What follows belongs to an exercise in optimizing a design on an open flow for small area and a short achievable clock period; a production flow would make more cautious choices. Only simulation tests tie the RTL to the original design; equivalence was not proved. The clock port is modelled as an ideal driver, which makes a skipped or thinned clock tree look cheaper than it is; a real chip needs a root buffer or a tree. Power is estimated from default activity; no workload was simulated.

Setup of orange:
// top
module top( clk, in_num1, in_num2, out_num);
    input clk;
    input [31:0] in_num1;
    input [31:0] in_num2;
    output [63:0] out_num;
    reg [31:0] a_q;
    reg [33:1] t_q;                  
    reg [15:0] s1, s2, s3;           
    wire [33:0] t_d = {2'b00, in_num1} + {1'b0, in_num1, 1'b0};
    integer i;
    always @(posedge clk) begin
        a_q <= in_num1;
        t_q <= t_d[33:1];
        for (i = 0; i < 16; i = i + 1) begin
            s1[i] <= ~in_num2[2*i+1] &  in_num2[2*i];
            s2[i] <=  in_num2[2*i+1] & ~in_num2[2*i];
            s3[i] <=  in_num2[2*i+1] &  in_num2[2*i];
        end
    end
    wire [33:0] t = {t_q, a_q[0]};
    wire p0_0 = (~s1[0] | ~a_q[0]) & (~s3[0] | ~t[0]);
    wire p0_1 = (~s1[0] | ~a_q[1]) & (~s2[0] | ~a_q[0]) & (~s3[0] | ~t[1]);
    wire p0_2 = (~s1[0] | ~a_q[2]) & (~s2[0] | ~a_q[1]) & (~s3[0] | ~t[2]);
    wire p0_3 = (~s1[0] | ~a_q[3]) & (~s2[0] | ~a_q[2]) & (~s3[0] | ~t[3]);
    wire p0_4 = (~s1[0] | ~a_q[4]) & (~s2[0] | ~a_q[3]) & (~s3[0] | ~t[4]);
    wire p0_5 = (~s1[0] | ~a_q[5]) & (~s2[0] | ~a_q[4]) & (~s3[0] | ~t[5]);
    wire p0_6 = (~s1[0] | ~a_q[6]) & (~s2[0] | ~a_q[5]) & (~s3[0] | ~t[6]);
    wire p0_7 = (~s1[0] | ~a_q[7]) & (~s2[0] | ~a_q[6]) & (~s3[0] | ~t[7]);
    wire p0_8 = (~s1[0] | ~a_q[8]) & (~s2[0] | ~a_q[7]) & (~s3[0] | ~t[8]);
    wire p0_9 = (~s1[0] | ~a_q[9]) & (~s2[0] | ~a_q[8]) & (~s3[0] | ~t[9]);
    wire p0_10 = (~s1[0] | ~a_q[10]) & (~s2[0] | ~a_q[9]) & (~s3[0] | ~t[10]);
    wire p0_11 = (~s1[0] | ~a_q[11]) & (~s2[0] | ~a_q[10]) & (~s3[0] | ~t[11]);
    wire p0_12 = (~s1[0] | ~a_q[12]) & (~s2[0] | ~a_q[11]) & (~s3[0] | ~t[12]);
    wire p0_13 = (~s1[0] | ~a_q[13]) & (~s2[0] | ~a_q[12]) & (~s3[0] | ~t[13]);
    wire p0_14 = (~s1[0] | ~a_q[14]) & (~s2[0] | ~a_q[13]) & (~s3[0] | ~t[14]);
  ...
For scale: ~130 I/O pins, ~23000 µm² of cells after synthesis.
==> flow/config.mk <==
export PLATFORM = sky130hd
export DESIGN_NAME = top
export DESIGN_NICKNAME = top
export VERILOG_FILES = /design/flow/design.v
export SDC_FILE = /design/flow/constraint.sdc
export NUM_CORES = 4
export LEC_CHECK = 0
export CAP_MARGIN = 20
export CELL_PAD_IN_SITES_DETAIL_PLACEMENT = 1
export CORE_MARGIN = 2
export CORE_UTILIZATION = 30
export PLACE_DENSITY = 0.45
export SETUP_SLACK_MARGIN = 4.25
export SLEW_MARGIN = 20
==> flow/constraint.sdc <==
create_clock -name core_clock -period 8.5 [get_ports {clk}]
set_input_delay 1.7000 -clock core_clock [delete_from_list [all_inputs] [get_ports {clk}]]
set_output_delay 1.7000 -clock core_clock [all_outputs]
set_load 0.01 [all_outputs]
standard.sh (not shown) runs the stock make flow with config.mk's settings and CLKGATE_MAP_FILE= SYNTH_SCRIPT=/design/flow/synth_recipe.tcl, a recipe that flattens the netlist after the stock synthesis.
==> flow/flow/run.sh <==
#!/bin/bash
# Standard synthesis, then two netlist passes, each checked for equivalence
# with the standard netlist by Yosys before it is used:
#   fapol.py    removes the inverters that Yosys's full-adder extraction
#               leaves around fa cells (flips full adders, writes half adders
#               as gates)
#   conerep.py  rebuilds the final adder (registers -> out_num) as a
#               Han-Carlson adder and the 3A adder (in_num1 -> t_q) as a
#               Brent-Kung adder, in AOI/OAI cells, and the partial products
#               and adder tree (first -> second registers) cell by cell, from
#               the description gen.py (a copy of gen/gen.py) writes
# then the standard layout from that netlist, with buf_2 port buffers and a
# two-level clock network (post_cts.tcl).  Registers are untouched.
# Each tool's output goes to a log file of its own in the work folder.
set -euo pipefail
W=$(pwd)
R=$W/orfs/results/$FLOW_PLATFORM/top/base
LIB=$FLOW_HOME/platforms/$FLOW_PLATFORM/lib/sky130_fd_sc_hd__tt_025C_1v80.lib

bash standard.sh synth > $W/flow_synth.log 2>&1
cp $R/1_2_yosys.v $W/netlist_standard.v

check() {  # check NAME NETLIST: equivalence of NETLIST with the standard netlist
  sed -e "s#@LIB@#$LIB#g" -e "s#@GOLD@#$W/netlist_standard.v#" -e "s#@GATE@#$2#" \
    flow/eq.ys > $W/eq_$1.ys
  yosys -l $W/flow_equiv_$1.log $W/eq_$1.ys > /dev/null 2>&1
}

CUR=$W/netlist_standard.v
if python3 flow/fapol.py $CUR $W/netlist_fapol.v > $W/flow_fapol.log 2>&1 \
   && check fapol $W/netlist_fapol.v; then
  CUR=$W/netlist_fapol.v
else
  echo "fapol not used" >> $W/flow_fapol.log
fi
if python3 flow/gen.py sk $W/cone_spec.json hc > $W/gen_rtl.v 2> $W/flow_gen.log \
   && python3 flow/conerep.py $CUR $W/cone_spec.json $W/netlist_conerep.v > $W/flow_conerep.log 2>&1 \
   && check conerep $W/netlist_conerep.v; then
  CUR=$W/netlist_conerep.v
else
  echo "conerep not used" >> $W/flow_conerep.log
fi
echo "layout netlist: $CUR" > $W/flow_netlist.log
if [[ $CUR != $W/netlist_standard.v ]]; then
  cp $CUR $R/1_2_yosys.v
  rm -f $R/1_synth.odb $R/1_synth.sdc
fi

export BUFFER_PORTS_ARGS="-buffer_cell sky130_fd_sc_hd__buf_2"
export POST_CTS_TCL=$W/flow/post_cts.tcl
bash standard.sh finish > $W/flow_layout.log 2>&1
Other scripts of this flow, unchanged in this note and not shown: flow/flow/conerep.py, flow/flow/eq.ys, flow/flow/fapol.py, flow/flow/gen.py, flow/flow/post_cts.tcl
Looking at the reports, orange completed the entire flow and the layout it produced met the timing, design-rule and antenna checks.
The following lists how red was set up differently from orange:
- swapping 20 for 10 in CAP_MARGIN
- swapping 4.25 for 3.9 in SETUP_SLACK_MARGIN
- swapping 20 for 10 in SLEW_MARGIN
### Flow results
red: full flow OK, the timing, design-rule and antenna checks passed
Compared with orange, in red relative contribution of combinational cells to total power went down 1.7 points, layout-stage area growth over the synthesis result fell by 7.5 points, area used by sequential logic in the layout down about 3%.
In every run of this note, the design's own scripts or RTL, not TritonCTS, make the clock network.

==> separate check: timing with driven ports <==
The flow's constraints put no driver on any port. The routed layouts listed below were extracted and timed again, unchanged, in two steps. Step 1 sets driving cells, clkbuf_16 on the clock port and buf_2 on the other inputs (assumed; they add their load-dependent delay and slew). Step 2 also shifts input and output timing later by t, the mid clock arrival at the registers, as if the neighbouring blocks saw the same clock. Three values: ideal, step 1, step 2; two values: the first two.
run	shift t [ns]	setup slack, ns	slew at the worst register clock pin (ns)
orange	0.441	4.262 / 4.262 / 4.260	0.07 / 0.07
red	0.456	4.003 / 4.003 / 4.003	0.07 / 0.07
After both steps setup and hold are still met in every run listed. The setup slack of orange, which loses most, moves by 0.000 ns with the drivers and by -0.002 ns with both steps.
